Background: an optimization exercise with open tools, aiming at small area. Do not read the settings as production practice. In this exercise RTL edits were held to simulation tests only and were not proved equivalent to the original. No driver is modelled on the clock port, so clock power and skew are understated where the tree is cut down; a real chip needs a root buffer or a tree. Power and IR drop assume default switching activity.

## alpha
==> flow/design.v <==
module Man_encoder(
  input  wire       clk,
  input  wire       rst,
  input  wire       en,
  input  wire [7:0] data_in,
  input  wire [7:0] div,
  output reg        line
);
  localparam [4:0] S_T21 = 5'd0;    
  localparam [4:0] S_TX  = 5'd1;    
  localparam [4:0] S_I1  = 5'd2;    
  localparam [4:0] S_R   = 5'd9;    
  localparam [4:0] S_I0  = 5'd10;   
  localparam [4:0] S_T0  = 5'd11;   
  localparam [4:0] S_T1  = 5'd12;   
  reg [4:0] s;
  reg [7:0] cnt;
  reg [7:0] data;
  wire cnt_z = (cnt == 8'd0);
  wire [7:0] cnt_dec = cnt - 8'd1;
  wire [4:0] s_inc = s + 5'd1;
  wire st_r   = (s == S_R);
  wire st_i0  = (s == S_I0);
  wire st_i1  = (s == S_I1);
  wire st_t21 = (s == S_T21);
  wire half   = s[4] | (s[3] & s[2]);           
  wire step   = half & cnt_z;
  wire adv    = st_r | (s == S_T0) | st_t21 | (s == S_TX) | (st_i0 & en) | step;
  wire bitv   = s[4] & data[~s[3:1]];
  always @(posedge clk) begin
    if (rst)
      s <= S_R;
    else if (adv)
      s <= s_inc;
    else if (st_i1 && en && cnt_z)
      s <= S_T1;
    if (st_r)
      cnt <= 8'd0;
    else if (st_t21)
      cnt <= 8'd12;
    else if (!cnt_z)
      cnt <= cnt_dec;
    else if (half)
      cnt <= div;
    if (st_i0 || st_i1)
      data <= data_in;
    if (st_r)
      line <= 1'b0;
    else if (step)
      line <= bitv ^ s[0];
  end
endmodule
module Man_decoder(
  input  wire       clk,
  input  wire       rst,
  input  wire       line,
  output reg  [7:0] data_out,
  output wire [2:0] state_out
);
  localparam [2:0] RESET          = 3'b001;
  localparam [2:0] IDLE_HIGH      = 3'b010;
  localparam [2:0] IDLE_LOW       = 3'b100;
  localparam [2:0] CLOCKSYNC_HIGH = 3'b011;
  localparam [2:0] CLOCKSYNC_LOW  = 3'b101;
  localparam [2:0] MASK           = 3'b110;
  localparam [2:0] READ           = 3'b000;
  reg [2:0]  state;
  reg [2:0]  next_state;
  reg [15:0] f;             
  reg [15:0] mask_cnt;      
  reg [3:0]  decoded_cnt;   
  reg        read_one_bit;
  reg        last_line;
  function [15:0] lfsr_fwd(input [15:0] x);
    lfsr_fwd = {x[14:0], ~(x[15] ^ x[8])};
  endfunction
  function [15:0] lfsr_bwd(input [15:0] x);
    lfsr_bwd = {~(x[0] ^ x[9]), x[15:1]};
  endfunction
  wire end_of_convert = decoded_cnt[3];
  wire [3:0] dc_inc = decoded_cnt + 4'd1;
  wire [1:0] c_lo = decoded_cnt[1:0];
  wire mask_z = (mask_cnt == 16'd0) || (read_one_bit && mask_cnt == 16'd1);
  wire sync = (state == CLOCKSYNC_HIGH) || (state == CLOCKSYNC_LOW);
  wire sync_end = (state == CLOCKSYNC_LOW) && line;
  wire edge_seen = !read_one_bit && last_line != line;
  always @(*) begin
    case (state)
      RESET:          next_state = rst ? RESET : IDLE_HIGH;
      IDLE_HIGH:      next_state = line ? IDLE_HIGH : IDLE_LOW;
      IDLE_LOW:       next_state = line ? CLOCKSYNC_HIGH : IDLE_LOW;
      CLOCKSYNC_HIGH: next_state = line ? CLOCKSYNC_HIGH : CLOCKSYNC_LOW;
      CLOCKSYNC_LOW:  next_state = line ? MASK : CLOCKSYNC_LOW;
      MASK:           next_state = mask_z ? READ : MASK;
      READ:           next_state = end_of_convert ? (line ? IDLE_HIGH : IDLE_LOW)
                                 : read_one_bit ? MASK : READ;
      default:        next_state = RESET;
    endcase
  end
  always @(posedge clk) begin
    if (rst)
      state <= RESET;
    else
      state <= next_state;
    if (state == MASK)
      mask_cnt <= lfsr_bwd(mask_cnt);
    else
      mask_cnt <= f;
    case (state)
      RESET:
        data_out <= 8'd0;
      IDLE_HIGH, IDLE_LOW: begin
        f <= 16'd0;
        decoded_cnt <= 4'd0;
      end
      CLOCKSYNC_HIGH, CLOCKSYNC_LOW: begin
        data_out <= 8'd0;
        decoded_cnt <= sync_end ? 4'd0 : {2'b00, dc_inc[1:0]};
        if (c_lo != 2'd0 && !(sync_end && c_lo == 2'd2)) f <= lfsr_fwd(f);
        read_one_bit <= (c_lo == 2'd3);
      end
      MASK:
        if (mask_z) read_one_bit <= 1'b0;
      READ:
        if (read_one_bit)
          read_one_bit <= 1'b0;
        else if (last_line != line) begin
          data_out <= {data_out[6:0], ~line};
          read_one_bit <= 1'b1;
          decoded_cnt <= dc_inc;
        end
      default: ;
    endcase
    last_line <= line;
  end
  assign state_out = ~state;
endmodule
module manchester_top(
  input  wire       clk,
  input  wire       rst,
  input  wire       tx_en,
  input  wire [7:0] tx_data,
  input  wire [7:0] tx_div,
  output wire       line,
  output wire [7:0] rx_data,
  output wire [2:0] rx_state
);
  Man_encoder ME(.clk(clk), .rst(rst), .en(tx_en), .data_in(tx_data), .div(tx_div), .line(line));
  Man_decoder MD(.clk(clk), .rst(rst), .line(line), .data_out(rx_data), .state_out(rx_state));
endmodule
==> flow/config.mk <==
export PLATFORM = sky130hd
export DESIGN_NAME = manchester_top
export DESIGN_NICKNAME = manchester_top
export VERILOG_FILES = /design/flow/design.v
export SDC_FILE = /design/flow/constraint.sdc
export NUM_CORES = 4
export LEC_CHECK = 0
export CAP_MARGIN = 20
export CORE_MARGIN = 2
export CORE_UTILIZATION = 40
export PLACE_DENSITY = 0.6
export SLEW_MARGIN = 20
==> flow/constraint.sdc <==
create_clock -name core_clock -period 10.0 [get_ports {clk}]
set_input_delay 2.0000 -clock core_clock [delete_from_list [all_inputs] [get_ports {clk}]]
set_output_delay 2.0000 -clock core_clock [all_outputs]
set_load 0.01 [all_outputs]
standard.sh (not shown) runs the stock make flow with config.mk's settings and CLKGATE_MAP_FILE= SYNTH_SCRIPT=/design/flow/synth_recipe.tcl, a recipe that flattens the netlist after the stock synthesis.
==> flow/flow/run.sh <==
#!/bin/bash
# Own layout flow: the standard flow (standard.sh) with three changes:
#  - synthesis is the standard synthesis script, but ABC maps the logic with
#    an area-oriented script (flow/abc_area.script) instead of the speed one;
#    registers are untouched (ABC only maps combinational logic);
#  - the port buffers are sky130_fd_sc_hd__buf_1;
#  - clock tree synthesis options from flow/cts_args.txt, if present;
#  - after CTS, flow/clock_tree.tcl (ORFS's POST_CTS_TCL hook) replaces the
#    clock tree with a flat one: one root buffer and 8 leaf buffers.
# Each make run's output goes to a log file of its own here; ORFS's per-step
# logs are under orfs/logs/.
set -euo pipefail
here=$(pwd)
script=$here/flow/abc_area.script
{
  echo "proc abc {args} {"
  echo "  set i [lsearch \$args -script]"
  echo "  if {\$i >= 0} { lset args [expr {\$i + 1}] $script }"
  echo "  yosys abc {*}\$args"
  echo "}"
  cat synth_recipe.tcl
} > my_synth.tcl
sed -e "s#SYNTH_SCRIPT=[^ ]*synth_recipe.tcl#SYNTH_SCRIPT=$here/my_synth.tcl#" standard.sh > my_standard.sh
grep -q "SYNTH_SCRIPT=$here/my_synth.tcl" my_standard.sh
export BUFFER_PORTS_ARGS="-buffer_cell sky130_fd_sc_hd__buf_1"
if [[ -f flow/cts_args.txt ]]; then
  export CTS_ARGS="$(cat flow/cts_args.txt)"
fi
export POST_CTS_TCL=$here/flow/clock_tree.tcl
bash my_standard.sh synth > synth.log 2>&1
bash my_standard.sh > layout.log 2>&1
==> flow/flow/abc_area.script <==
strash
dch -f
amap
Other scripts of this flow, unchanged in this note and not shown: flow/flow/clock_tree.tcl, flow/flow/cts_args.txt
alpha was carried through to the last stage, and its layout satisfied the timing, DRC and antenna checks.
Relative to alpha, the following input files were edited for beta:
==> flow/flow/abc_area.script <==
strash
dch -f
amap
strash
&get -n
&deepsyn -T 30
&put
dch -f
amap
==> results.txt <==
alpha -> beta: ratio of final minimum period to clock period flat
Part of the total power dissipated in the clock network came out higher on beta than on alpha.
Changes observed in beta relative to alpha: via count of the first global-routing pass down 124, power down 3.6%, floorplan die area down 89 um^2, worst setup slack down 0.014 ns, net switching share of the total power down 0.44 points.
In beta, via count is lower than in alpha.
| synthesized area per cell | beta vs alpha | ≈ equal |
In every run of this note, the design's own scripts or RTL, not TritonCTS, make the clock network.

-- port drivers added, routing unchanged --
Ports are ideal in the flow. The routed layouts listed here were re-timed in OpenROAD. Step 1 sets driving cells, clkbuf_16 on the clock port and buf_2 on the other inputs (assumed; they add their load-dependent delay and slew). Step 2 adds t to the input delays and takes it off the output delays; t is the mean of the earliest and latest rising clock arrival at the registers after step 1. Input paths then give back, and output paths get back, about the clock's delay inside the block. Three values: no drivers, after step 1, after step 2; two values: the first two.
| run | t, ns | setup WS [ns] | pins driven straight from the clock port |
|---|---|---|---|
| alpha | 0.427 | 6.834 / 6.809 / 6.736 | 1 |
| beta | 0.432 | 6.820 / 6.790 / 6.431 | 1 |
After both steps setup and hold are still met in every run listed. The setup slack of beta, which loses most, moves by -0.030 ns with the drivers and by -0.389 ns with both steps.
